Context: an optimization exercise on an open-source flow, tuned for small area and a short achievable clock period. The choices shown serve that exercise and are no tape-out recipe.
Function was not checked in any run shown here: the RTL went through the layout flow alone.
No activity file was given, so power comes from the tool's default toggle rates.

==> design/flow/flow/run.sh <==
#!/bin/bash
# Own layout flow: the standard flow (standard.sh) with
#  - the standard synthesis, except that ABC maps with flow/abc.script
#    (registers are mapped before ABC runs, so they are unchanged) and,
#    when flow/arb_core.v exists, the combinational module ic_arb_core is
#    read from that gate netlist (made by gen/gen_core.py) instead of
#    being synthesised from rtl/ic.v,
#  - smaller port buffers,
#  - timing repair aimed at a setup slack margin below the clock period.
# make's full output is in standard_flow.log; ORFS's step logs are in orfs/logs/.
set -euo pipefail
source flow/params.sh
export MY_ABC_SCRIPT=$PWD/flow/abc.script
args=("BUFFER_PORTS_ARGS=-buffer_cell $PORT_BUF" "SETUP_SLACK_MARGIN=$MARGIN")
if [[ "${OWN_ABC:-1}" == 1 ]]; then args+=("SYNTH_SCRIPT=$PWD/flow/synth.tcl"); fi
if [[ -f flow/arb_core.v ]]; then
  export ARB_CORE_NETLIST=$PWD/flow/arb_core.v
  args+=("SYNTH_CANONICALIZE_TCL=$PWD/flow/subst.tcl")
fi
if [[ -n "${CTS_ARGS:-}" ]]; then args+=("CTS_ARGS=$CTS_ARGS"); fi
bash standard.sh "${args[@]}" finish > standard_flow.log 2>&1
==> design/flow/flow/abc.script <==
&get -n
&st
&dch
&nf -R 1000
&put
==> design/flow/flow/arb_core.v <==
// generated by gen/gen_core.py: the arbiter's two elimination stages
module ic_arb_core(req, pb3, pb2, pb1, pb0, cw);
  input [15:0] req, pb3, pb2, pb1, pb0;
  output [15:0] cw;
  wire [15:0] c1;
  wire s1h_x0;
  wire s1h_x1;
  wire s1h_x2;
  wire s1h_x3;
  wire s1h_x4;
  wire s1h_x5;
  wire s1h_x6;
  wire s1h_x7;
  wire s1h_y0;
  wire s1h_y1;
  wire s1h_n;
  wire s1a_z0;
  wire s1a_z1;
  wire s1a_z2;
  wire s1a_z3;
  wire s1a_z4;
  wire s1a_z5;
  wire s1a_z6;
  wire s1a_z7;
  wire s1a_z8;
  wire s1a_z9;
  wire s1a_z10;
  wire s1a_z11;
  wire s1a_z12;
  wire s1a_z13;
  wire s1a_z14;
  wire s1a_z15;
  wire s1a_w0;
  wire s1a_w1;
  wire s1a_w2;
  wire s1a_w3;
  wire s1a_n;
  wire s1b_x0;
  wire s1b_x1;
  wire s1b_x2;
  wire s1b_x3;
  wire s1b_x4;
  wire s1b_x5;
  wire s1b_x6;
  wire s1b_x7;
  wire s1b_y0;
  wire s1b_y1;
  wire s1b_n;
  wire s1_nlo;
  wire s2h_x0;
  wire s2h_x1;
  wire s2h_x2;
  wire s2h_x3;
  wire s2h_x4;
  wire s2h_x5;
  wire s2h_x6;
  wire s2h_x7;
  wire s2h_y0;
  wire s2h_y1;
  wire s2h_n;
  wire s2a_z0;
  wire s2a_z1;
  wire s2a_z2;
  wire s2a_z3;
  wire s2a_z4;
  wire s2a_z5;
  wire s2a_z6;
  wire s2a_z7;
  wire s2a_z8;
  wire s2a_z9;
  wire s2a_z10;
  wire s2a_z11;
  wire s2a_z12;
  wire s2a_z13;
  wire s2a_z14;
  wire s2a_z15;
  wire s2a_w0;
  wire s2a_w1;
  wire s2a_w2;
  wire s2a_w3;
  wire s2a_n;
  wire s2b_x0;
  wire s2b_x1;
  wire s2b_x2;
  wire s2b_x3;
  wire s2b_x4;
  wire s2b_x5;
  wire s2b_x6;
  wire s2b_x7;
  wire s2b_y0;
  wire s2b_y1;
  wire s2b_n;
  wire s2_nlo;
  sky130_fd_sc_hd__a22oi_1 g1 (.A1(req[0]), .A2(pb3[0]), .B1(req[1]), .B2(pb3[1]), .Y(s1h_x0));
  sky130_fd_sc_hd__a22oi_1 g2 (.A1(req[2]), .A2(pb3[2]), .B1(req[3]), .B2(pb3[3]), .Y(s1h_x1));
  sky130_fd_sc_hd__a22oi_1 g3 (.A1(req[4]), .A2(pb3[4]), .B1(req[5]), .B2(pb3[5]), .Y(s1h_x2));
  sky130_fd_sc_hd__a22oi_1 g4 (.A1(req[6]), .A2(pb3[6]), .B1(req[7]), .B2(pb3[7]), .Y(s1h_x3));
  sky130_fd_sc_hd__a22oi_1 g5 (.A1(req[8]), .A2(pb3[8]), .B1(req[9]), .B2(pb3[9]), .Y(s1h_x4));
  sky130_fd_sc_hd__a22oi_1 g6 (.A1(req[10]), .A2(pb3[10]), .B1(req[11]), .B2(pb3[11]), .Y(s1h_x5));
  sky130_fd_sc_hd__a22oi_1 g7 (.A1(req[12]), .A2(pb3[12]), .B1(req[13]), .B2(pb3[13]), .Y(s1h_x6));
  sky130_fd_sc_hd__a22oi_1 g8 (.A1(req[14]), .A2(pb3[14]), .B1(req[15]), .B2(pb3[15]), .Y(s1h_x7));
  sky130_fd_sc_hd__nand4_1 g9 (.A(s1h_x0), .B(s1h_x1), .C(s1h_x2), .D(s1h_x3), .Y(s1h_y0));
  sky130_fd_sc_hd__nand4_1 g10 (.A(s1h_x4), .B(s1h_x5), .C(s1h_x6), .D(s1h_x7), .Y(s1h_y1));
  sky130_fd_sc_hd__nor2_1 g11 (.A(s1h_y0), .B(s1h_y1), .Y(s1h_n));
  sky130_fd_sc_hd__nand3_1 g12 (.A(req[0]), .B(pb3[0]), .C(pb2[0]), .Y(s1a_z0));
  sky130_fd_sc_hd__nand3_1 g13 (.A(req[1]), .B(pb3[1]), .C(pb2[1]), .Y(s1a_z1));
  sky130_fd_sc_hd__nand3_1 g14 (.A(req[2]), .B(pb3[2]), .C(pb2[2]), .Y(s1a_z2));
  sky130_fd_sc_hd__nand3_1 g15 (.A(req[3]), .B(pb3[3]), .C(pb2[3]), .Y(s1a_z3));
  sky130_fd_sc_hd__nand3_1 g16 (.A(req[4]), .B(pb3[4]), .C(pb2[4]), .Y(s1a_z4));
  sky130_fd_sc_hd__nand3_1 g17 (.A(req[5]), .B(pb3[5]), .C(pb2[5]), .Y(s1a_z5));
  sky130_fd_sc_hd__nand3_1 g18 (.A(req[6]), .B(pb3[6]), .C(pb2[6]), .Y(s1a_z6));
  sky130_fd_sc_hd__nand3_1 g19 (.A(req[7]), .B(pb3[7]), .C(pb2[7]), .Y(s1a_z7));
  sky130_fd_sc_hd__nand3_1 g20 (.A(req[8]), .B(pb3[8]), .C(pb2[8]), .Y(s1a_z8));
  sky130_fd_sc_hd__nand3_1 g21 (.A(req[9]), .B(pb3[9]), .C(pb2[9]), .Y(s1a_z9));
  sky130_fd_sc_hd__nand3_1 g22 (.A(req[10]), .B(pb3[10]), .C(pb2[10]), .Y(s1a_z10));
  sky130_fd_sc_hd__nand3_1 g23 (.A(req[11]), .B(pb3[11]), .C(pb2[11]), .Y(s1a_z11));
  sky130_fd_sc_hd__nand3_1 g24 (.A(req[12]), .B(pb3[12]), .C(pb2[12]), .Y(s1a_z12));
  sky130_fd_sc_hd__nand3_1 g25 (.A(req[13]), .B(pb3[13]), .C(pb2[13]), .Y(s1a_z13));
  sky130_fd_sc_hd__nand3_1 g26 (.A(req[14]), .B(pb3[14]), .C(pb2[14]), .Y(s1a_z14));
  sky130_fd_sc_hd__nand3_1 g27 (.A(req[15]), .B(pb3[15]), .C(pb2[15]), .Y(s1a_z15));
  sky130_fd_sc_hd__nand4_1 g28 (.A(s1a_z0), .B(s1a_z1), .C(s1a_z2), .D(s1a_z3), .Y(s1a_w0));
  sky130_fd_sc_hd__nand4_1 g29 (.A(s1a_z4), .B(s1a_z5), .C(s1a_z6), .D(s1a_z7), .Y(s1a_w1));
  sky130_fd_sc_hd__nand4_1 g30 (.A(s1a_z8), .B(s1a_z9), .C(s1a_z10), .D(s1a_z11), .Y(s1a_w2));
  sky130_fd_sc_hd__nand4_1 g31 (.A(s1a_z12), .B(s1a_z13), .C(s1a_z14), .D(s1a_z15), .Y(s1a_w3));
  sky130_fd_sc_hd__nor4_1 g32 (.A(s1a_w0), .B(s1a_w1), .C(s1a_w2), .D(s1a_w3), .Y(s1a_n));
  sky130_fd_sc_hd__a22oi_1 g33 (.A1(req[0]), .A2(pb2[0]), .B1(req[1]), .B2(pb2[1]), .Y(s1b_x0));
  sky130_fd_sc_hd__a22oi_1 g34 (.A1(req[2]), .A2(pb2[2]), .B1(req[3]), .B2(pb2[3]), .Y(s1b_x1));
  sky130_fd_sc_hd__a22oi_1 g35 (.A1(req[4]), .A2(pb2[4]), .B1(req[5]), .B2(pb2[5]), .Y(s1b_x2));
  sky130_fd_sc_hd__a22oi_1 g36 (.A1(req[6]), .A2(pb2[6]), .B1(req[7]), .B2(pb2[7]), .Y(s1b_x3));
  sky130_fd_sc_hd__a22oi_1 g37 (.A1(req[8]), .A2(pb2[8]), .B1(req[9]), .B2(pb2[9]), .Y(s1b_x4));
  sky130_fd_sc_hd__a22oi_1 g38 (.A1(req[10]), .A2(pb2[10]), .B1(req[11]), .B2(pb2[11]), .Y(s1b_x5));
  sky130_fd_sc_hd__a22oi_1 g39 (.A1(req[12]), .A2(pb2[12]), .B1(req[13]), .B2(pb2[13]), .Y(s1b_x6));
  sky130_fd_sc_hd__a22oi_1 g40 (.A1(req[14]), .A2(pb2[14]), .B1(req[15]), .B2(pb2[15]), .Y(s1b_x7));
  sky130_fd_sc_hd__nand4_1 g41 (.A(s1b_x0), .B(s1b_x1), .C(s1b_x2), .D(s1b_x3), .Y(s1b_y0));
  sky130_fd_sc_hd__nand4_1 g42 (.A(s1b_x4), .B(s1b_x5), .C(s1b_x6), .D(s1b_x7), .Y(s1b_y1));
  sky130_fd_sc_hd__nor2_1 g43 (.A(s1b_y0), .B(s1b_y1), .Y(s1b_n));
  sky130_fd_sc_hd__mux2_1 g44 (.A0(s1a_n), .A1(s1b_n), .S(s1h_n), .X(s1_nlo));
  sky130_fd_sc_hd__o221a_1 g45 (.A1(pb3[0]), .A2(s1h_n), .B1(pb2[0]), .B2(s1_nlo), .C1(req[0]), .X(c1[0]));
  sky130_fd_sc_hd__o221a_1 g46 (.A1(pb3[1]), .A2(s1h_n), .B1(pb2[1]), .B2(s1_nlo), .C1(req[1]), .X(c1[1]));
  sky130_fd_sc_hd__o221a_1 g47 (.A1(pb3[2]), .A2(s1h_n), .B1(pb2[2]), .B2(s1_nlo), .C1(req[2]), .X(c1[2]));
  sky130_fd_sc_hd__o221a_1 g48 (.A1(pb3[3]), .A2(s1h_n), .B1(pb2[3]), .B2(s1_nlo), .C1(req[3]), .X(c1[3]));
  sky130_fd_sc_hd__o221a_1 g49 (.A1(pb3[4]), .A2(s1h_n), .B1(pb2[4]), .B2(s1_nlo), .C1(req[4]), .X(c1[4]));
  sky130_fd_sc_hd__o221a_1 g50 (.A1(pb3[5]), .A2(s1h_n), .B1(pb2[5]), .B2(s1_nlo), .C1(req[5]), .X(c1[5]));
  sky130_fd_sc_hd__o221a_1 g51 (.A1(pb3[6]), .A2(s1h_n), .B1(pb2[6]), .B2(s1_nlo), .C1(req[6]), .X(c1[6]));
  sky130_fd_sc_hd__o221a_1 g52 (.A1(pb3[7]), .A2(s1h_n), .B1(pb2[7]), .B2(s1_nlo), .C1(req[7]), .X(c1[7]));
  sky130_fd_sc_hd__o221a_1 g53 (.A1(pb3[8]), .A2(s1h_n), .B1(pb2[8]), .B2(s1_nlo), .C1(req[8]), .X(c1[8]));
  sky130_fd_sc_hd__o221a_1 g54 (.A1(pb3[9]), .A2(s1h_n), .B1(pb2[9]), .B2(s1_nlo), .C1(req[9]), .X(c1[9]));
  sky130_fd_sc_hd__o221a_1 g55 (.A1(pb3[10]), .A2(s1h_n), .B1(pb2[10]), .B2(s1_nlo), .C1(req[10]), .X(c1[10]));
  sky130_fd_sc_hd__o221a_1 g56 (.A1(pb3[11]), .A2(s1h_n), .B1(pb2[11]), .B2(s1_nlo), .C1(req[11]), .X(c1[11]));
  sky130_fd_sc_hd__o221a_1 g57 (.A1(pb3[12]), .A2(s1h_n), .B1(pb2[12]), .B2(s1_nlo), .C1(req[12]), .X(c1[12]));
  sky130_fd_sc_hd__o221a_1 g58 (.A1(pb3[13]), .A2(s1h_n), .B1(pb2[13]), .B2(s1_nlo), .C1(req[13]), .X(c1[13]));
  sky130_fd_sc_hd__o221a_1 g59 (.A1(pb3[14]), .A2(s1h_n), .B1(pb2[14]), .B2(s1_nlo), .C1(req[14]), .X(c1[14]));
  sky130_fd_sc_hd__o221a_1 g60 (.A1(pb3[15]), .A2(s1h_n), .B1(pb2[15]), .B2(s1_nlo), .C1(req[15]), .X(c1[15]));
  sky130_fd_sc_hd__a22oi_1 g61 (.A1(c1[0]), .A2(pb1[0]), .B1(c1[1]), .B2(pb1[1]), .Y(s2h_x0));
  sky130_fd_sc_hd__a22oi_1 g62 (.A1(c1[2]), .A2(pb1[2]), .B1(c1[3]), .B2(pb1[3]), .Y(s2h_x1));
  sky130_fd_sc_hd__a22oi_1 g63 (.A1(c1[4]), .A2(pb1[4]), .B1(c1[5]), .B2(pb1[5]), .Y(s2h_x2));
  sky130_fd_sc_hd__a22oi_1 g64 (.A1(c1[6]), .A2(pb1[6]), .B1(c1[7]), .B2(pb1[7]), .Y(s2h_x3));
  sky130_fd_sc_hd__a22oi_1 g65 (.A1(c1[8]), .A2(pb1[8]), .B1(c1[9]), .B2(pb1[9]), .Y(s2h_x4));
  sky130_fd_sc_hd__a22oi_1 g66 (.A1(c1[10]), .A2(pb1[10]), .B1(c1[11]), .B2(pb1[11]), .Y(s2h_x5));
  sky130_fd_sc_hd__a22oi_1 g67 (.A1(c1[12]), .A2(pb1[12]), .B1(c1[13]), .B2(pb1[13]), .Y(s2h_x6));
  sky130_fd_sc_hd__a22oi_1 g68 (.A1(c1[14]), .A2(pb1[14]), .B1(c1[15]), .B2(pb1[15]), .Y(s2h_x7));
  sky130_fd_sc_hd__nand4_1 g69 (.A(s2h_x0), .B(s2h_x1), .C(s2h_x2), .D(s2h_x3), .Y(s2h_y0));
  sky130_fd_sc_hd__nand4_1 g70 (.A(s2h_x4), .B(s2h_x5), .C(s2h_x6), .D(s2h_x7), .Y(s2h_y1));
  sky130_fd_sc_hd__nor2_1 g71 (.A(s2h_y0), .B(s2h_y1), .Y(s2h_n));
  sky130_fd_sc_hd__nand3_1 g72 (.A(c1[0]), .B(pb1[0]), .C(pb0[0]), .Y(s2a_z0));
  sky130_fd_sc_hd__nand3_1 g73 (.A(c1[1]), .B(pb1[1]), .C(pb0[1]), .Y(s2a_z1));
  sky130_fd_sc_hd__nand3_1 g74 (.A(c1[2]), .B(pb1[2]), .C(pb0[2]), .Y(s2a_z2));
  sky130_fd_sc_hd__nand3_1 g75 (.A(c1[3]), .B(pb1[3]), .C(pb0[3]), .Y(s2a_z3));
  sky130_fd_sc_hd__nand3_1 g76 (.A(c1[4]), .B(pb1[4]), .C(pb0[4]), .Y(s2a_z4));
  sky130_fd_sc_hd__nand3_1 g77 (.A(c1[5]), .B(pb1[5]), .C(pb0[5]), .Y(s2a_z5));
  sky130_fd_sc_hd__nand3_1 g78 (.A(c1[6]), .B(pb1[6]), .C(pb0[6]), .Y(s2a_z6));
  sky130_fd_sc_hd__nand3_1 g79 (.A(c1[7]), .B(pb1[7]), .C(pb0[7]), .Y(s2a_z7));
  sky130_fd_sc_hd__nand3_1 g80 (.A(c1[8]), .B(pb1[8]), .C(pb0[8]), .Y(s2a_z8));
  sky130_fd_sc_hd__nand3_1 g81 (.A(c1[9]), .B(pb1[9]), .C(pb0[9]), .Y(s2a_z9));
  sky130_fd_sc_hd__nand3_1 g82 (.A(c1[10]), .B(pb1[10]), .C(pb0[10]), .Y(s2a_z10));
  sky130_fd_sc_hd__nand3_1 g83 (.A(c1[11]), .B(pb1[11]), .C(pb0[11]), .Y(s2a_z11));
  sky130_fd_sc_hd__nand3_1 g84 (.A(c1[12]), .B(pb1[12]), .C(pb0[12]), .Y(s2a_z12));
  sky130_fd_sc_hd__nand3_1 g85 (.A(c1[13]), .B(pb1[13]), .C(pb0[13]), .Y(s2a_z13));
  sky130_fd_sc_hd__nand3_1 g86 (.A(c1[14]), .B(pb1[14]), .C(pb0[14]), .Y(s2a_z14));
  sky130_fd_sc_hd__nand3_1 g87 (.A(c1[15]), .B(pb1[15]), .C(pb0[15]), .Y(s2a_z15));
  sky130_fd_sc_hd__nand4_1 g88 (.A(s2a_z0), .B(s2a_z1), .C(s2a_z2), .D(s2a_z3), .Y(s2a_w0));
  sky130_fd_sc_hd__nand4_1 g89 (.A(s2a_z4), .B(s2a_z5), .C(s2a_z6), .D(s2a_z7), .Y(s2a_w1));
  sky130_fd_sc_hd__nand4_1 g90 (.A(s2a_z8), .B(s2a_z9), .C(s2a_z10), .D(s2a_z11), .Y(s2a_w2));
  sky130_fd_sc_hd__nand4_1 g91 (.A(s2a_z12), .B(s2a_z13), .C(s2a_z14), .D(s2a_z15), .Y(s2a_w3));
  sky130_fd_sc_hd__nor4_1 g92 (.A(s2a_w0), .B(s2a_w1), .C(s2a_w2), .D(s2a_w3), .Y(s2a_n));
  sky130_fd_sc_hd__a22oi_1 g93 (.A1(c1[0]), .A2(pb0[0]), .B1(c1[1]), .B2(pb0[1]), .Y(s2b_x0));
  sky130_fd_sc_hd__a22oi_1 g94 (.A1(c1[2]), .A2(pb0[2]), .B1(c1[3]), .B2(pb0[3]), .Y(s2b_x1));
  sky130_fd_sc_hd__a22oi_1 g95 (.A1(c1[4]), .A2(pb0[4]), .B1(c1[5]), .B2(pb0[5]), .Y(s2b_x2));
  sky130_fd_sc_hd__a22oi_1 g96 (.A1(c1[6]), .A2(pb0[6]), .B1(c1[7]), .B2(pb0[7]), .Y(s2b_x3));
  sky130_fd_sc_hd__a22oi_1 g97 (.A1(c1[8]), .A2(pb0[8]), .B1(c1[9]), .B2(pb0[9]), .Y(s2b_x4));
  sky130_fd_sc_hd__a22oi_1 g98 (.A1(c1[10]), .A2(pb0[10]), .B1(c1[11]), .B2(pb0[11]), .Y(s2b_x5));
  sky130_fd_sc_hd__a22oi_1 g99 (.A1(c1[12]), .A2(pb0[12]), .B1(c1[13]), .B2(pb0[13]), .Y(s2b_x6));
  sky130_fd_sc_hd__a22oi_1 g100 (.A1(c1[14]), .A2(pb0[14]), .B1(c1[15]), .B2(pb0[15]), .Y(s2b_x7));
  sky130_fd_sc_hd__nand4_1 g101 (.A(s2b_x0), .B(s2b_x1), .C(s2b_x2), .D(s2b_x3), .Y(s2b_y0));
  sky130_fd_sc_hd__nand4_1 g102 (.A(s2b_x4), .B(s2b_x5), .C(s2b_x6), .D(s2b_x7), .Y(s2b_y1));
  sky130_fd_sc_hd__nor2_1 g103 (.A(s2b_y0), .B(s2b_y1), .Y(s2b_n));
  sky130_fd_sc_hd__mux2_1 g104 (.A0(s2a_n), .A1(s2b_n), .S(s2h_n), .X(s2_nlo));
  sky130_fd_sc_hd__o221a_1 g105 (.A1(pb1[0]), .A2(s2h_n), .B1(pb0[0]), .B2(s2_nlo), .C1(c1[0]), .X(cw[0]));
  sky130_fd_sc_hd__o221a_1 g106 (.A1(pb1[1]), .A2(s2h_n), .B1(pb0[1]), .B2(s2_nlo), .C1(c1[1]), .X(cw[1]));
  sky130_fd_sc_hd__o221a_1 g107 (.A1(pb1[2]), .A2(s2h_n), .B1(pb0[2]), .B2(s2_nlo), .C1(c1[2]), .X(cw[2]));
  sky130_fd_sc_hd__o221a_1 g108 (.A1(pb1[3]), .A2(s2h_n), .B1(pb0[3]), .B2(s2_nlo), .C1(c1[3]), .X(cw[3]));
  sky130_fd_sc_hd__o221a_1 g109 (.A1(pb1[4]), .A2(s2h_n), .B1(pb0[4]), .B2(s2_nlo), .C1(c1[4]), .X(cw[4]));
  sky130_fd_sc_hd__o221a_1 g110 (.A1(pb1[5]), .A2(s2h_n), .B1(pb0[5]), .B2(s2_nlo), .C1(c1[5]), .X(cw[5]));
  sky130_fd_sc_hd__o221a_1 g111 (.A1(pb1[6]), .A2(s2h_n), .B1(pb0[6]), .B2(s2_nlo), .C1(c1[6]), .X(cw[6]));
  sky130_fd_sc_hd__o221a_1 g112 (.A1(pb1[7]), .A2(s2h_n), .B1(pb0[7]), .B2(s2_nlo), .C1(c1[7]), .X(cw[7]));
  sky130_fd_sc_hd__o221a_1 g113 (.A1(pb1[8]), .A2(s2h_n), .B1(pb0[8]), .B2(s2_nlo), .C1(c1[8]), .X(cw[8]));
  sky130_fd_sc_hd__o221a_1 g114 (.A1(pb1[9]), .A2(s2h_n), .B1(pb0[9]), .B2(s2_nlo), .C1(c1[9]), .X(cw[9]));
  sky130_fd_sc_hd__o221a_1 g115 (.A1(pb1[10]), .A2(s2h_n), .B1(pb0[10]), .B2(s2_nlo), .C1(c1[10]), .X(cw[10]));
  sky130_fd_sc_hd__o221a_1 g116 (.A1(pb1[11]), .A2(s2h_n), .B1(pb0[11]), .B2(s2_nlo), .C1(c1[11]), .X(cw[11]));
  sky130_fd_sc_hd__o221a_1 g117 (.A1(pb1[12]), .A2(s2h_n), .B1(pb0[12]), .B2(s2_nlo), .C1(c1[12]), .X(cw[12]));
  sky130_fd_sc_hd__o221a_1 g118 (.A1(pb1[13]), .A2(s2h_n), .B1(pb0[13]), .B2(s2_nlo), .C1(c1[13]), .X(cw[13]));
  sky130_fd_sc_hd__o221a_1 g119 (.A1(pb1[14]), .A2(s2h_n), .B1(pb0[14]), .B2(s2_nlo), .C1(c1[14]), .X(cw[14]));
  sky130_fd_sc_hd__o221a_1 g120 (.A1(pb1[15]), .A2(s2h_n), .B1(pb0[15]), .B2(s2_nlo), .C1(c1[15]), .X(cw[15]));
endmodule
==> design/flow/flow/params.sh <==
PORT_BUF=sky130_fd_sc_hd__buf_1
MARGIN=21.5
==> design/flow/flow/subst.tcl <==
# Replace the behavioural ic_arb_core by its gate netlist (gen/gen_core.py).
delete ic_arb_core
read_verilog $::env(ARB_CORE_NETLIST)
hierarchy -check -top $::env(DESIGN_NAME)
==> design/flow/flow/synth.tcl <==
# synth_recipe.tcl (the standard synthesis), with ABC's script replaced by
# flow/abc.script when MY_ABC_SCRIPT names it.
proc synth {args} { yosys synth -nofsm -noshare {*}$args }
proc abc {args} {
  set i [lsearch -exact $args -script]
  if { $i >= 0 && [info exists ::env(MY_ABC_SCRIPT)] } {
    lset args [expr {$i + 1}] $::env(MY_ABC_SCRIPT)
  }
  puts "abc wrapper: $args"
  yosys abc {*}$args
}
source $::env(SCRIPTS_DIR)/synth.tcl
# left out here: clear keep_hierarchy, flatten, clean up, hide names made inside functions, write 1_2_yosys.v
==> design/flow/standard.sh <==
#!/bin/bash
# synth_recipe.tcl (not shown) runs the flow's synth.tcl, then flattens the netlist and writes it again
# the make line also repeats each setting of config.mk as NAME=value (left out here)
make -C /OpenROAD-flow-scripts/flow DESIGN_CONFIG=/design/flow/config.mk WORK_HOME=/design/flow/orfs CLKGATE_MAP_FILE= SYNTH_SCRIPT=/design/flow/synth_recipe.tcl "${@:-finish}"
==> design/flow/config.mk <==
export PLATFORM = sky130hd
export DESIGN_NAME = interrupt_controller
export DESIGN_NICKNAME = interrupt_controller
export VERILOG_FILES = /design/flow/design.v
export SDC_FILE = /design/flow/constraint.sdc
export NUM_CORES = 8
export LEC_CHECK = 0
export ABC_AREA = 1
export CAP_MARGIN = 20
export CORE_MARGIN = 2
export CORE_UTILIZATION = 40
export CTS_BUF_LIST = sky130_fd_sc_hd__clkbuf_8
export SLEW_MARGIN = 20
==> design/flow/constraint.sdc <==
create_clock -name core_clock -period 30.0 [get_ports {pclk_i}]
set_input_delay 6.0000 -clock core_clock [delete_from_list [all_inputs] [get_ports {pclk_i}]]
set_output_delay 6.0000 -clock core_clock [all_outputs]
set_load 0.01 [all_outputs]
==> design/flow/design.v <==
module interrupt_controller(
	pclk_i,
	prst_i,
	penable_i,
	pready_o,
	pwrite_i,
	paddr_i,
	pwdata_i,
	prdata_o,
	interrupt_active_i,
	interrupt_valid_o,
	interrupt_to_be_serviced_o,
	interrupt_serviced_i);
	input pclk_i,prst_i,penable_i,pwrite_i;
	input [3:0] paddr_i,pwdata_i;
	output reg pready_o;
	output reg [3:0] prdata_o;
	input [15:0] interrupt_active_i;
	input interrupt_serviced_i;
	output reg interrupt_valid_o;
	output reg [3:0] interrupt_to_be_serviced_o;
	reg arb;
	integer i;
	genvar g;
	reg [15:0] pb3, pb2, pb1, pb0;
	wire [3:0] wdata = pwdata_i & {4{~prst_i}};
	wire wr = penable_i & pwrite_i;
	wire [15:0] sel;
	generate
		for (g = 0; g < 16; g = g + 1) begin : regs
			assign sel[g] = paddr_i == g;
			always @(posedge pclk_i)
				if (prst_i | (wr & sel[g])) begin
					pb3[g] <= wdata[3];
					pb2[g] <= wdata[2];
					pb1[g] <= wdata[1];
					pb0[g] <= wdata[0];
				end
		end
	endgenerate
	wire [3:0] rdata = {|(sel & pb3), |(sel & pb2), |(sel & pb1), |(sel & pb0)};
	always @(posedge pclk_i) begin
		pready_o <= penable_i & ~prst_i;
		if (prst_i | (penable_i & ~pwrite_i))
			prdata_o <= rdata & {4{~prst_i}};
	end
	wire [15:0] cw;
	ic_arb_core u_core(
		.req(interrupt_active_i),
		.pb3(pb3), .pb2(pb2), .pb1(pb1), .pb0(pb0),
		.cw(cw));
	wire [3:0] nz, lo_odd, lo_hi;
	generate
		for (g = 0; g < 4; g = g + 1) begin : quad
			wire [3:0] q = cw[4*g+3:4*g];
			assign nz[g] = |q;
			assign lo_hi[g] = ~q[0] & ~q[1];
			assign lo_odd[g] = ~q[0] & (q[1] | ~q[2]);
		end
	endgenerate
	wire [3:0] fq = {nz[3] & ~nz[2] & ~nz[1] & ~nz[0], nz[2] & ~nz[1] & ~nz[0],
	                 nz[1] & ~nz[0], nz[0]};
	wire [3:0] winner = {fq[3] | fq[2], fq[3] | fq[1], |(fq & lo_hi), |(fq & lo_odd)};
	always @(posedge pclk_i) begin
		if (prst_i) begin
			arb <= 1'b0;
			interrupt_valid_o <= 1'b0;
			interrupt_to_be_serviced_o <= 4'd0;
		end else begin
			arb <= (|interrupt_active_i) &
			       ((~arb & ~interrupt_valid_o) | (interrupt_valid_o & interrupt_serviced_i));
			interrupt_valid_o <= arb | (interrupt_valid_o & ~interrupt_serviced_i);
			if (arb) interrupt_to_be_serviced_o <= winner;
			else if (interrupt_serviced_i) interrupt_to_be_serviced_o <= 4'd0;
		end
	end
endmodule
module ic_arb_core(req, pb3, pb2, pb1, pb0, cw);
	input [15:0] req;
	input [15:0] pb3, pb2, pb1, pb0;
	output [15:0] cw;
	wire h3 = |(req & pb3);
	wire h2 = h3 ? |(req & pb3 & pb2) : |(req & pb2);
	wire [15:0] c1 = req & (pb3 | {16{~h3}}) & (pb2 | {16{~h2}});
	wire h1 = |(c1 & pb1);
	wire h0 = h1 ? |(c1 & pb1 & pb0) : |(c1 & pb0);
	assign cw = c1 & (pb1 | {16{~h1}}) & (pb0 | {16{~h0}});
endmodule
==> results of run 1 <==
## worst min-delay path: stages, from the launching register on
cell and delay (ns):
dfxtp_1 0.32, nand2_1 0.05, a21oi_1 0.05
## through the flow
stage	power [W]	hold slack [ns]	util (%)
finish	0.000295	0.457	52.4
global route	0.000305	0.474	52.4
CTS	0.000290	0.462	51.1
detailed placement	0.000180	0.451	44.7
global placement	0.000180	0.440	44.7
floorplan	0.000163	0.470	-
## sequential cells by signal, indices dropped and copies added, names as in the netlist
signal and count:
interrupt_valid_o 1, pb1 16, pb3 16, pready_o 1, prdata_o 4, arb 1
interrupt_to_be_serviced_o 4, pb2 16, pb0 16
## layer usage
metal | vias to the layer above | GRT usage [%] | routed length [µm]
met4 | 0 | 13.3 | 569
met1 | 1764 | 32.3 | 5230
met3 | 48 | 4.77 | 1070
met5 | - | 0 | 0
met2 | 228 | 35.4 | 5560
li1 | 1612 | - | -
## worst min-delay path by stage
stage                                  start                             to  slack, ns  depth (start not counted)
4_1_cts        interrupt_to_be_serviced_o[3]  interrupt_to_be_serviced_o[3]       0.46                          2
6_report       interrupt_to_be_serviced_o[3]  interrupt_to_be_serviced_o[3]       0.46                          2
5_1_grt        interrupt_to_be_serviced_o[3]  interrupt_to_be_serviced_o[3]       0.47                          2
2_1_floorplan  interrupt_to_be_serviced_o[2]  interrupt_to_be_serviced_o[2]       0.47                          2
3_5_place_dp   interrupt_to_be_serviced_o[2]  interrupt_to_be_serviced_o[2]       0.45                          2
3_3_place_gp   interrupt_to_be_serviced_o[2]  interrupt_to_be_serviced_o[2]       0.44                          2
## placed cells by master (no fill, tap or decap), drive strengths merged
master	synthesis	layout
clkinv	5	7
and4	1	1
a21oi	6	6
or2	1	1
buf	0	55
a21o	17	17
edfxtp	68	68
nor2b	6	6
nand3	32	32
o21ai	2	2
o311ai	1	1
o31ai	1	1
nand2b	4	4
and2	1	1
nand4	24	24
dfxtp	7	7
nor2	32	32
bufinv	0	3
nor3	9	9
a22oi	67	67
clkbuf	0	10
o41ai	1	1
mux2	2	4
nor4	10	10
o221a	32	32
inv	0	2
a2111oi	1	1
nand2	6	6
or4	1	1
## power breakdown
| group | internal [W] | switching (W) | leakage (nW) |
|---|---|---|---|
| logic | 0.0000279 | 0.0000347 | 0.960 |
| clock network | 0.0000553 | 0.0000401 | 0.125 |
| registers | 0.000124 | 0.0000122 | 0.719 |
| total | 0.000208 | 0.0000870 | 1.80 |
## cell families (layout without fill, tap and decap cells)
kind of cell           after synthesis  count (layout)  synth area share [%]
AOI/OAI and AO/OA                  128             128                  27.0
and+or+nand+nor                    127             127                  16.5
buffers and inverters                5              77                 0.476
muxes                                2               4                 0.572
DFF                                 75              75                  55.4
## area by class of cell
type                    count  share of cell area (%)
clock inverters             7                    2.29
flip-flops and latches     75                    43.0
repair buffers             56                    6.54
inverters                   5                   0.370
clock buffers               9                    2.44
well taps                 133                    3.28
multi-input cells         259                    42.1
## timing repair
item	4_1_cts	5_1_grt
pin swaps	15	13
cloned	2	0
gates resized for setup	51	17
setup buffers	11	4
endpoints found under the setup margin	4	4
==> results.py, run 1 <==
metrics = {
    "worst_setup_path": {
        "cp_top_family": "compound AO/OA/AOI/OAI gates",
        "crit_type": "in2reg",
        "critPathLaunchType": "primary input",
        "cp-startpoint": "interrupt_active_i[12]",
        "ff2ff_setup_slack_ns": 25.79,
        "cp_max_fo": 8,
        "max_stage_delay_ns": 0.50,
        "reg2reg_depth": 15,
        "rr_startpoint": "pb3[10]",
        "worst_path_most_repeated_cell": "a22oi_2",
        "path_buf_inv": 1,
        "arrival_ns": 9.68,
        "worstPathCellList": "buf_8, a22oi_2, nand4_1, nor2_4, mux2_4, o221a_4, a22oi_2, nand4_1, nor2_4, mux2_2, o221a_1, or4_4, a22oi_2, o311ai_2, a22oi_1, nor2_1",
        "cp_slowest_cell": "or4_4",
        "r2r-end": "interrupt_to_be_serviced_o[0]",
        "cp.required_ns": 30.24,
        "endpoint": "interrupt_to_be_serviced_o[0]",
        "cp_num_cells": 16,
        "end_kind": "flip-flop",
    },
    "floorplan": {
        "core_area_mm2": 0.00968,
        "pin_count": 39,
        "die_w_um": 103,
        "die_area_mm2": 0.0107,
        "rows": 36,
        "initial_core_util_pct": 40.7,
        "die_h_um": 103,
    },
    "routing": {
        "ant_nets": 0,
        "routed_wl_um": 12400,
        "viasPerCell": 6.71,
        "via_count": 3652,
        "first_pass_iters": 5,
        "drc_errors": 0,
        "wl_per_cell_um": 22.8,
        "dr.first_iter.drc_count": 386,
    },
    "place": {
        "dp_cells": 511,
        "placed_area_mm2": 0.00433,
        "post-place-ws_ns": 19.53,
        "io_buffers": 38,
        "hpwlAfterDp_um": 8380,
        "gp_congestion": 0.955,
    },
    "finish": {
        "layout.nets": 435,
        "n_fill_cell": 852,
        "n_antenna_cell": 0,
        "area_growth_syn_to_layout_pct": 28.7,
        "drive_gt1_share_pct": 24.3,
        "ff_latch_area_mm2": 0.00218,
        "final_cells": 544,
        "multiInputGateArea_mm2": 0.00213,
        "fin_area_mm2": 0.00507,
    },
    "timing": {
        "hold_viol": 0,
        "final.setup.tns_ns": 0,
        "fmax_ghz": 0.106,
        "rsz0062_at_grt": "yes",
        "min_period_ns": 9.44,
        "slew_viol_final": 0,
        "slew_headroom_pct": 27.0,
        "setup_slack_ns": 20.56,
        "fin_crit_sh_pct": 31.5,
        "setup_viol": 0,
        "worstMarginPinSlew_ns": 1.09,
        "finClkSkew_ns": 0.00741,
    },
    "pwr": {
        "powerDensity_mw_per_mm2": 58.1,
        "p_leak_nw": 1.80,
        "vdd_ir_drop_max_uv": 31.6,
    },
    "synthesis": {
        "synthDistinctLibCells": 25,
        "yosysSeqAreaShare_pct": 55.4,
        "synthArstFlopShare_pct": 0,
        "synthTopCellsByCount": "68 x edfxtp_1, 67 x a22oi_1, 32 x nand3_1, 32 x nor2_1, 32 x o221a_1",
        "synth_edf_count": 68,
        "yosysWarningCount": 1,
        "synthTopCellsByArea": "edfxtp_1 52%, a22oi_1 13%, o221a_1 9.1%",
        "ys.flop_type": "edfxtp_1",
        "synth_most_common_cell": "edfxtp_1",
        "syn_inst": 337,
        "synth_fp_nets": 366,
        "synth_top_area_share_pct": 51.8,
        "ys_ff_latch": 75,
        "synthesis.area_mm2": 0.00394,
        "avgSynthCellArea_um2": 11.7,
        "yosysTopAreaCell": "edfxtp_1",
    },
    "clock_tree": {
        "clk_pin_slew_worst_paths_ns": 0.08,
        "cts_tree": "yes",
        "htree_num_levels": 3,
        "cts-root-buf": "clkbuf_8",
        "hold_buffers": 0,
        "cts_buffers": 9,
        "clk_latency_ns": 0.35,
        "clockBufferDepth": 2,
        "cts_num_sinks": 75,
    },
    "status": {
        "outcome": "timing/DRC/antenna clean",
    },
    "grt": {
        "antenna_found_initial": 0,
        "grt_remaining_overflow": 0,
        "grt_max_degree": 33,
        "grt_usage_pct": 23.7,
        "grt_pass1_vias": 3325,
        "grt_pass1_wl_um": 18500,
    },
    "hold_path": {
        "hp-class": "reg2reg",
    },
    "job": {
        "maxCapViolations": 0,
    },
}
==> run 2: changes to the inputs <==
==> design/flow/flow/params.sh (replaced) <==
PORT_BUF=sky130_fd_sc_hd__buf_1
MARGIN=21
==> run 2 against run 1 <==
Net effect:
- combinational power hardly changed
- clock skew did not move
- non-clock buffer count did not move
- sequential cell count is the same
- area after synthesis stayed put
- design area is the same
- sequential power hardly changed
- power did not move
- die area stayed put
- routed wire length did not move
- fmax stayed put
- critical path type unchanged
- critical endpoint unchanged
- largest power group unchanged
==> results.py, run 2 <==
metrics = {
    "status": {
        "outcome": "timing/DRC/antenna clean",
    },
    "finish": {
        "layout.nets": 435,
        "final_cells": 544,
        "layout_commonest_cell": "edfxtp_1",
        "area_growth_syn_to_layout_pct": 28.7,
        "n_antenna_cell": 0,
        "final_cell_mix": "68 x edfxtp_1, 52 x a22oi_1, 32 x nand3_1",
        "drive_gt1_share_pct": 24.3,
    },
    "hold_path": {
        "hp-class": "reg2reg",
    },
    "timing": {
        "slew_viol_final": 0,
        "min_period_ns": 9.44,
        "final.setup.tns_ns": 0,
        "setup_slack_ns": 20.56,
        "slew_headroom_pct": 27.0,
        "hold_viol": 0,
        "setup_viol": 0,
        "fmax_ghz": 0.106,
        "worstMarginPinSlew_ns": 1.09,
        "finClkSkew_ns": 0.00741,
        "fin_crit_sh_pct": 31.5,
        "rsz0062_at_grt": "yes",
    },
    "worst_setup_path": {
        "critPathLaunchType": "primary input",
        "arrival_ns": 9.68,
        "worstPathCellList": "buf_8, a22oi_2, nand4_1, nor2_4, mux2_4, o221a_4, a22oi_2, nand4_1, nor2_4, mux2_2, o221a_1, or4_4, a22oi_2, o311ai_2, a22oi_1, nor2_1",
        "cp_top_family": "compound AO/OA/AOI/OAI gates",
        "cp_max_fo": 8,
        "cp.required_ns": 30.24,
        "path_buf_inv": 1,
        "max_stage_delay_ns": 0.50,
        "end_kind": "flip-flop",
        "worst_path_most_repeated_cell": "a22oi_2",
        "cp_slowest_cell": "or4_4",
        "crit_type": "in2reg",
    },
    "grt": {
        "grt_pass1_wl_um": 18500,
        "grt_max_degree": 33,
        "grt_remaining_overflow": 0,
        "grt_pass1_vias": 3325,
        "grt_usage_pct": 23.7,
        "antenna_found_initial": 0,
    },
    "floorplan": {
        "die_w_um": 103,
        "pin_count": 39,
        "die_h_um": 103,
        "rows": 36,
        "core_area_mm2": 0.00968,
        "die_area_mm2": 0.0107,
        "initial_core_util_pct": 40.7,
    },
    "place": {
        "io_buffers": 38,
        "post-place-ws_ns": 19.53,
        "hpwlAfterDp_um": 8380,
        "dp_cells": 511,
        "gp_congestion": 0.955,
    },
    "clock_tree": {
        "cts_buffers": 9,
        "cts-root-buf": "clkbuf_8",
        "cts_tree": "yes",
        "htree_num_levels": 3,
        "clockBufferDepth": 2,
        "clk_latency_ns": 0.35,
        "clk_pin_slew_worst_paths_ns": 0.08,
        "hold_buffers": 0,
        "cts_num_sinks": 75,
    },
    "routing": {
        "drc_errors": 0,
        "first_pass_iters": 5,
        "wl_per_cell_um": 22.8,
        "ant_nets": 0,
        "viasPerCell": 6.71,
        "routed_wl_um": 12400,
        "dr.first_iter.drc_count": 386,
        "via_count": 3652,
    },
    "synthesis": {
        "syn_inst": 337,
        "ys.flop_type": "edfxtp_1",
        "synthesis.area_mm2": 0.00394,
        "yosysTopAreaCell": "edfxtp_1",
        "synth_fp_nets": 366,
        "synthTopCellsByArea": "edfxtp_1 52%, a22oi_1 13%, o221a_1 9.1%",
        "synthTopCellsByCount": "68 x edfxtp_1, 67 x a22oi_1, 32 x nand3_1, 32 x nor2_1, 32 x o221a_1",
        "synth_edf_count": 68,
        "yosysSeqAreaShare_pct": 55.4,
        "synthArstFlopShare_pct": 0,
        "synthDistinctLibCells": 25,
        "synth_top_area_share_pct": 51.8,
        "yosysWarningCount": 1,
        "avgSynthCellArea_um2": 11.7,
        "ys_ff_latch": 75,
        "synth_most_common_cell": "edfxtp_1",
    },
    "pwr": {
        "p_leak_nw": 1.80,
        "powerDensity_mw_per_mm2": 58.1,
        "vdd_ir_drop_max_uv": 31.6,
    },
    "job": {
        "maxCapViolations": 0,
    },
}
==> run 2: final cells by class <==
cell class | instances | area (µm²)
clock buffer | 9 | 124
fill | 852 | 4610
tap | 133 | 166
timing repair buffer | 56 | 332
sequential | 75 | 2180
clock inverter | 7 | 116
inverter | 5 | 18.8
multi-input combinational | 259 | 2130
==> run 2: routing by layer <==
metal / global-route usage (%) / up-vias / share of wire, %
met5: 0 / - / 0
met4: 13.3 / 0 / 4.6
met3: 4.77 / 48 / 8.6
met2: 35.4 / 228 / 45
met1: 32.3 / 1764 / 42
li1: - / 1612 / -
==> run 2: power by group <==
part	total [W]	internal, W	switching [W]
Combinational	0.0000626	0.0000279	0.0000347
Sequential	0.000137	0.000124	0.0000122
Clock	0.0000953	0.0000553	0.0000401
==> run 2: worst min-delay path, stage by stage (launching register included) <==
cell     delay, ns
dfxtp_1       0.32
nand2_1       0.05
a21oi_1       0.05
==> run 2: per-stage QoR <==
stage	power (W)	area [µm²]	utilization, %	hold WS, ns
finish	0.000295	5070	52.4	0.457
global route	0.000305	5070	52.4	0.474
CTS	0.000290	4950	51.1	0.462
detailed placement	0.000180	4330	44.7	0.451
global placement	0.000180	4330	44.7	0.440
floorplan	0.000163	4000	-	0.470
==> run 2: path summary, 6_finish.rpt <==
path,from,end,slack (ns),cells past startpoint
min reg2reg,interrupt_to_be_serviced_o[3],interrupt_to_be_serviced_o[3],0.46,2
max reg2reg,pb3[10],interrupt_to_be_serviced_o[0],25.79,15
min,interrupt_to_be_serviced_o[3],interrupt_to_be_serviced_o[3],0.46,2
max,interrupt_active_i[12],interrupt_to_be_serviced_o[0],20.56,16
==> run 2: timing repair <==
action	4_1_cts	5_1_grt
buffers inserted	11	4
cloned	2	0
endpoints found under the setup margin	4	4
resized for setup	51	17
pin swaps	15	13
==> run 2: logic make-up (layout without fill, tap and decap cells) <==
| family | after synthesis | after routing | synth area share [%] |
|---|---|---|---|
| flops | 75 | 75 | 55.4 |
| buf+inv | 5 | 77 | 0.476 |
| simple gates | 127 | 127 | 16.5 |
| mux | 2 | 4 | 0.572 |
| compound gates | 128 | 128 | 27.0 |

-- re-timing with driven ports --
The results above use ideal ports. As a check the final layouts listed here were re-extracted and re-timed, cells and wires unchanged.
Step 1: set_driving_cell puts a clkbuf_16 on pclk_i and a buf_2 on each other input, an assumption about the parent block.
Step 2 also shifts input and output timing later by t, the mid clock arrival at the registers, as if the neighbouring blocks saw the same clock.
Slacks: no drivers / after step 1 / after step 2; pairs: no drivers / after step 1.
run | shift t [ns] | slack for setup (ns) | hold WS [ns]
run 1 | 0.386 | 20.560 / 20.556 / 20.170 | 0.457 / 0.457 / 0.457
run 2 | 0.386 | 20.560 / 20.556 / 20.170 | 0.457 / 0.457 / 0.457
After both steps setup and hold are still met in every run listed.
